This is an optimization exercise on Yosys and OpenROAD, whose aim is small area, a short achievable clock period and few clock cycles, not a production implementation. Only simulation tests tie the RTL to the original design; equivalence was not proved. Power is estimated from default activity; no workload was simulated.

## fp_mult
module fp_mult(A, B, clk, reset, C, done, flow);
    input [31:0] A, B;
    input clk;
    input reset;
    output [31:0] C;
    output done;
    output [1:0] flow;
    wire be0_one = B[0] ^ 1'b0;
    wire be0_two = (B[1] & ~B[0] & ~1'b0) | (~B[1] & B[0] & 1'b0);
    wire be0_neg = B[1];
    wire be0_x0 = (A[0] ^ B[1]);
    wire be0_x1 = (A[1] ^ B[1]);
    wire be0_x2 = (A[2] ^ B[1]);
    wire be0_x3 = (A[3] ^ B[1]);
    wire be0_x4 = (A[4] ^ B[1]);
    wire be0_x5 = (A[5] ^ B[1]);
    wire be0_x6 = (A[6] ^ B[1]);
    wire be0_x7 = (A[7] ^ B[1]);
    wire be0_x8 = (A[8] ^ B[1]);
    wire be0_x9 = (A[9] ^ B[1]);
    wire be0_x10 = (A[10] ^ B[1]);
    wire be0_x11 = (A[11] ^ B[1]);
    wire be0_x12 = (A[12] ^ B[1]);
    wire be0_x13 = (A[13] ^ B[1]);
    wire be0_x14 = (A[14] ^ B[1]);
    wire be0_x15 = (A[15] ^ B[1]);
    wire be0_x16 = (A[16] ^ B[1]);
    wire be0_x17 = (A[17] ^ B[1]);
    wire be0_x18 = (A[18] ^ B[1]);
    wire be0_x19 = (A[19] ^ B[1]);
    wire be0_x20 = (A[20] ^ B[1]);
    wire be0_x21 = (A[21] ^ B[1]);
    wire be0_x22 = (A[22] ^ B[1]);
    wire be0_x23 = ~B[1];
    wire pp1 = (be0_one & be0_x0) | (be0_two & B[1]);
    wire pp2 = (be0_one & be0_x1) | (be0_two & be0_x0);
    wire pp3 = (be0_one & be0_x2) | (be0_two & be0_x1);
    wire pp4 = (be0_one & be0_x3) | (be0_two & be0_x2);
    wire pp5 = (be0_one & be0_x4) | (be0_two & be0_x3);
  ...
==> flow/config.mk <==
export PLATFORM = sky130hd
export DESIGN_NAME = fp_mult
export DESIGN_NICKNAME = fp_mult
export VERILOG_FILES = /design/flow/design.v
export SDC_FILE = /design/flow/constraint.sdc
export NUM_CORES = 4
export LEC_CHECK = 0
export ABC_AREA = 1
export ABC_CLOCK_PERIOD_IN_PS = 3000
export CAP_MARGIN = 20
export CORE_MARGIN = 2
export CORE_UTILIZATION = 40
export SLEW_MARGIN = 20
export SYNTH_HIERARCHICAL = 1
==> flow/constraint.sdc <==
create_clock -name core_clock -period 5.0 [get_ports {clk}]
set_input_delay 1.0000 -clock core_clock [delete_from_list [all_inputs] [get_ports {clk}]]
set_output_delay 1.0000 -clock core_clock [all_outputs]
set_load 0.01 [all_outputs]
standard.sh (not shown) runs the stock make flow with config.mk's settings and CLKGATE_MAP_FILE= SYNTH_SCRIPT=/design/flow/synth_recipe.tcl, a recipe that flattens the netlist after the stock synthesis.
==> flow/flow/run.sh <==
#!/bin/bash
set -o pipefail
export BUFFER_PORTS_ARGS="-buffer_cell sky130_fd_sc_hd__buf_4"
bash standard.sh > standard.log 2>&1
Testbench counts at the start, summed over its fixed seeds: cycles 2,400.
==> next run, changes <==
ABC_CLOCK_PERIOD_IN_PS = unset   (was 3000)
CORE_UTILIZATION = 60   (was 40)
The changed run went through all stages and came out clean.
Non-clock buffer count came out higher by 1.
Routed wire length came out lower by 2.9%.
Final cell count came out lower by about 7%.
Clock skew is unchanged.
Synthesized cell count does not change.
Clock-buffer cell count came out higher by 2.
Global-route usage came out higher by 11 points.
Worst setup slack loses 0.021 ns.
Utilization came out higher by 21 points.
Total power came out lower by about 1.2%.

========
run 1:
fp_mult, a different RTL version from the one above (not shown whole).
For scale: ~2100 cells after synthesis, roughly 91 flip-flops, ~100 I/O pins, ~19000 um^2 of cells after synthesis.
export LEC_CHECK = 0
export ABC_AREA = 1
export CAP_MARGIN = 20
export CORE_MARGIN = 2
export CORE_UTILIZATION = 40
export SETUP_SLACK_MARGIN = 0.3
export SLEW_MARGIN = 20
export SYNTH_HIERARCHICAL = 1
create_clock -name core_clock -period 5.0 [get_ports {clk}]
run.sh (not shown) runs the stock make flow with config.mk's settings and CLKGATE_MAP_FILE= SYNTH_SCRIPT=/design/flow/synth_recipe.tcl, a recipe that flattens the netlist after the stock synthesis.
Stock flow here: none of the scripts above is used.
Run 1 finished end to end and its layout was clean on timing, DRC and antenna.
Testbench counts of run 1, summed over its fixed seeds: cycles 2,400.
Modified inputs, run 2 compared to run 1
diff --git a/flow/config.mk b/flow/config.mk
--- a/flow/config.mk
+++ b/flow/config.mk
@@ -11,3 +11,3 @@
 export CORE_UTILIZATION = 40
-export SETUP_SLACK_MARGIN = 0.3
+export GPL_TIMING_DRIVEN = 0
 export SLEW_MARGIN = 20
## What came out
Run 2: all stages done; final checks FAILED (setup timing). When run 2 is measured against run 1, its maximum vdd ir drop turns out 15% lower. The slowest library cell on the worst path comes out sky130_fd_sc_hd__fa_2 in one run and sky130_fd_sc_hd__clkdlybuf4s50_1 in the other, namely in run 1 and run 2 respectively. Compared with run 1, run 2 ends up with less cell area. When the final numbers for run 2 and run 1 were put side by side, the routed wire length turned out to be smaller in run 1. Comparing run 2 and run 1, the higher power in combinational cells is on run 2. Run 2 consumes more power than run 1 does. Compared with run 1, in run 2 combinational group share of total power grew by 0.3 points, share of the clock period used by the worst path after layout grew by 4.3 points, peak clock frequency supported by timing shrank by 8.9 MHz, clock share of power held steady. Against run 1, run 2 comes in 0.68 points lower on area share of buffers outside the clock network. Delta(core utilization, run 2 - run 1) < 0.

========
build 15:
RTL: one of the versions met above, not the one the previous note started from.
For scale: roughly 100 I/O pins, about 19000 µm² of cells after synthesis.
Design fp_mult, start of the top module:
module fp_mult(A, B, clk, reset, C, done, flow);
    input [31:0] A, B;
    input clk;
    input reset;
    output [31:0] C;
    output done;
    output [1:0] flow;
    wire be0_one = B[0] ^ 1'b0;
    wire be0_two = (B[1] & ~B[0] & ~1'b0) | (~B[1] & B[0] & 1'b0);
    wire be0_neg = B[1];
    wire be0_x0 = (A[0] ^ B[1]);
    wire be0_x1 = (A[1] ^ B[1]);
    wire be0_x2 = (A[2] ^ B[1]);
    wire be0_x3 = (A[3] ^ B[1]);
    wire be0_x4 = (A[4] ^ B[1]);
    wire be0_x5 = (A[5] ^ B[1]);
    wire be0_x6 = (A[6] ^ B[1]);
    wire be0_x7 = (A[7] ^ B[1]);
    wire be0_x8 = (A[8] ^ B[1]);
    wire be0_x9 = (A[9] ^ B[1]);
    wire be0_x10 = (A[10] ^ B[1]);
    wire be0_x11 = (A[11] ^ B[1]);
    wire be0_x12 = (A[12] ^ B[1]);
    wire be0_x13 = (A[13] ^ B[1]);
    wire be0_x14 = (A[14] ^ B[1]);
    wire be0_x15 = (A[15] ^ B[1]);
    wire be0_x16 = (A[16] ^ B[1]);
    wire be0_x17 = (A[17] ^ B[1]);
    wire be0_x18 = (A[18] ^ B[1]);
    wire be0_x19 = (A[19] ^ B[1]);
    wire be0_x20 = (A[20] ^ B[1]);
    wire be0_x21 = (A[21] ^ B[1]);
    wire be0_x22 = (A[22] ^ B[1]);
    wire be0_x23 = ~B[1];
    wire pp1 = (be0_one & be0_x0) | (be0_two & B[1]);
    wire pp2 = (be0_one & be0_x1) | (be0_two & be0_x0);
    wire pp3 = (be0_one & be0_x2) | (be0_two & be0_x1);
    wire pp4 = (be0_one & be0_x3) | (be0_two & be0_x2);
    wire pp5 = (be0_one & be0_x4) | (be0_two & be0_x3);
    wire pp6 = (be0_one & be0_x5) | (be0_two & be0_x4);
    wire pp7 = (be0_one & be0_x6) | (be0_two & be0_x5);
    wire pp8 = (be0_one & be0_x7) | (be0_two & be0_x6);
    wire pp9 = (be0_one & be0_x8) | (be0_two & be0_x7);
    wire pp10 = (be0_one & be0_x9) | (be0_two & be0_x8);
    wire pp11 = (be0_one & be0_x10) | (be0_two & be0_x9);
    wire pp12 = (be0_one & be0_x11) | (be0_two & be0_x10);
    wire pp13 = (be0_one & be0_x12) | (be0_two & be0_x11);
    wire pp14 = (be0_one & be0_x13) | (be0_two & be0_x12);
    wire pp15 = (be0_one & be0_x14) | (be0_two & be0_x13);
  ...
==> flow/config.mk <==
export PLATFORM = sky130hd
export DESIGN_NAME = fp_mult
export DESIGN_NICKNAME = fp_mult
export VERILOG_FILES = /design/flow/design.v
export SDC_FILE = /design/flow/constraint.sdc
export NUM_CORES = 4
export LEC_CHECK = 0
export ABC_AREA = 1
export CAP_MARGIN = 20
export CORE_MARGIN = 2
export CORE_UTILIZATION = 45
export SLEW_MARGIN = 20
export SYNTH_HIERARCHICAL = 1
==> flow/constraint.sdc <==
create_clock -name core_clock -period 5.0 [get_ports {clk}]
set_input_delay 1.0000 -clock core_clock [delete_from_list [all_inputs] [get_ports {clk}]]
set_output_delay 1.0000 -clock core_clock [all_outputs]
set_load 0.01 [all_outputs]
standard.sh (not shown) runs the stock make flow with config.mk's settings and CLKGATE_MAP_FILE= SYNTH_SCRIPT=/design/flow/synth_recipe.tcl, a recipe that flattens the netlist after the stock synthesis.
Scripts as last shown in full above: flow/flow/run.sh
Build 15: flow completed, timing, DRC and antenna clean
Testbench counts of build 15, summed over its fixed seeds: cycles 2,400.
#### Input delta (build 61 over build 15)
Settings: swapping 45 for 40 in CORE_UTILIZATION; putting ABC_CLOCK_PERIOD_IN_PS at 8000 where nothing was set.
==> summary.txt <==
- met4 as the highest metal layer with signal wires was reported by build 61, and met5 by build 15.
- When build 61 is set beside build 15, its total routing resource utilization after global routing turns out to be 1.7 points smaller.
- Number of nets in the final layout essentially unchanged between build 61 and build 15.
- Against build 15, leakage power in build 61 came out better.
- Relative to build 15, number of vias per cell after detailed routing decreased by 1.3% in build 61.
- Build 61 leaves more setup margin than build 15.
#### Input delta (build 32 over build 61)
Settings: swapping 40 for 50 in CORE_UTILIZATION; clearing ABC_CLOCK_PERIOD_IN_PS, which used to be 8000.
--- outcome ---
Comparing build 61 against build 32, there is no change at all in setup TNS after final layout. [compare] base=build 61 new=build 32: share of the cycle needed by the critical path after routing shows a reduction of 0.18 points; measured slew at the worst slew-check pin shows a reduction of 0.073 ns.
Modified inputs, build 83 compared to build 32
Settings: changing CORE_UTILIZATION from 50 to 40; setting CTS_CLUSTER_SIZE to 40 for the first time; setting CTS_BUF_LIST to sky130_fd_sc_hd__clkbuf_8 for the first time.
==> summary.txt <==
Looking at startpoint-to-endpoint class of the critical path, the reg2out result is from build 83; the in2reg one comes from build 32. The transition time at the pin with the least slew margin number comes out higher for build 83 vs build 32. Sequential share of layout area essentially unchanged between build 83 and build 32. Compared with build 32, in build 83 critical path depth higher; floorplan row count has increased. Summary of build 83 over build 32: non-filler instance count after layout went up 136; combinational power share went up 2.0 points. Diff build 32 -> build 83 | first-pass GRT wire length | up slightly. met3 track demand over resource for build 83 is lower than for build 32.
The following lists how build 58 was set up differently from build 83:
Settings: a deleted CTS_BUF_LIST that had been sky130_fd_sc_hd__clkbuf_8; a deleted CTS_CLUSTER_SIZE that had been 40.
==> flow/flow/run.sh <==
#!/bin/bash
set -o pipefail
export BUFFER_PORTS_ARGS="-buffer_cell sky130_fd_sc_hd__buf_2"
bash standard.sh > standard.log 2>&1
Results
- Against build 83, post-detailed-placement half-perimeter wirelength in build 58 rose by a few percent.
- Compared with build 83, build 58 has extra setup slack.
- Build 58 ended with every stage complete and zero timing, DRC or antenna violations.
- On delay of the slowest critical-path stage, build 83 tracks build 58 almost exactly.
- Looking only at clock network fraction of design power, and setting everything else aside, the higher value of build 58 and build 83 goes to build 58.
- Diff build 58..build 83 | hold buffer count at cts | unchanged
- Slowest cell on the critical path = sky130_fd_sc_hd__dfxtp_2: build 83; slowest cell on the critical path = sky130_fd_sc_hd__ha_1: build 58
- Looking at power consumption across both flows, build 58 is the weaker of the two, with build 83 ahead.
- Taking build 83 as the reference point, the reported net switching power of build 58 rises by about 1%.
- In build 58, the fraction of layout instances using a drive strength above 1 came out 1.8 points above the value in build 83.
- | hold slack | build 83 vs build 58 | ≈ equal |
- Compared to build 83, build 58 has area added between synthesis and finish 0.97 points higher.
- met2 global-route usage in build 58 is 0.56 points above build 83.
[inputs] build 16 vs build 58
==> flow/flow/run.sh <==
#!/bin/bash
set -o pipefail
export BUFFER_PORTS_ARGS="-buffer_cell sky130_fd_sc_hd__buf_4"
bash standard.sh > standard.log 2>&1
- Relative to build 58, the total power measured on build 16 has increased slightly.
- Comparing build 58 with build 16, the worst hold slack came out essentially unchanged.
- Per the comparison of build 16 with build 58, maximum frequency went up, layout filler cell count went down.
- Diff build 58 -> build 16: fraction of standard cell area that is sequential saw little to no change, clock skew neither gained nor lost much, global-route usage fell 0.67 points.
- For the final estimated routing congestion in global placement, build 16 came in about 1.7% lower than build 58 did.
- Looking at detailed placer's ending HPWL across both flows, build 16 is the stronger of the two, with build 58 trailing.
- Worst setup slack after layout up 0.064 ns in build 16 wrt build 58
- Against build 58, build 16 comes in 2 lower on count of clock-buffer cells in the layout.

## port drivers added, routing unchanged
In the flow no input, the clock included, has a driving cell. The finished layouts below were timed again as built, in two steps.
Step 1, drivers: a clkbuf_16 drives clk and a buf_2 each remaining input, both assumed.
Step 2 times the ports against the registers' clock, not the clock port: input delays grow and output delays shrink by t, the midpoint of the rising clock arrivals with the driver on.
Three values: ideal ports, drivers, drivers and shift; two values: the first two.
run | shift t [ns] | setup WS [ns] | clock arrival spread, ns
the first run of note 1 | 0.413 | 0.304 / 0.247 / -0.037 | 0.008 / 0.008
the second run of note 1 | 0.409 | 0.282 / 0.230 / -0.127 | 0.013 / 0.013
run 1 | 0.430 | 0.174 / 0.119 / -0.066 | 0.015 / 0.015
run 2 | 0.433 | -0.042 / -0.015 / -0.448 | 0.021 / 0.022
build 15 | 0.404 | 0.224 / 0.195 / -0.149 | 0.018 / 0.018
build 61 | 0.413 | 0.304 / 0.247 / -0.037 | 0.008 / 0.008
build 32 | 0.409 | 0.313 / 0.280 / -0.062 | 0.015 / 0.015
build 83 | 0.443 | 0.232 / 0.179 / -0.053 | 0.009 / 0.010
build 58 | 0.418 | 0.239 / 0.184 / -0.085 | 0.010 / 0.011
build 16 | 0.413 | 0.304 / 0.247 / -0.037 | 0.008 / 0.008
Met with ideal ports but missed after step 2: setup timing in 9 of these runs. The setup slack of the second run of note 1, which loses most, moves by -0.052 ns with the drivers and by -0.409 ns with both steps.
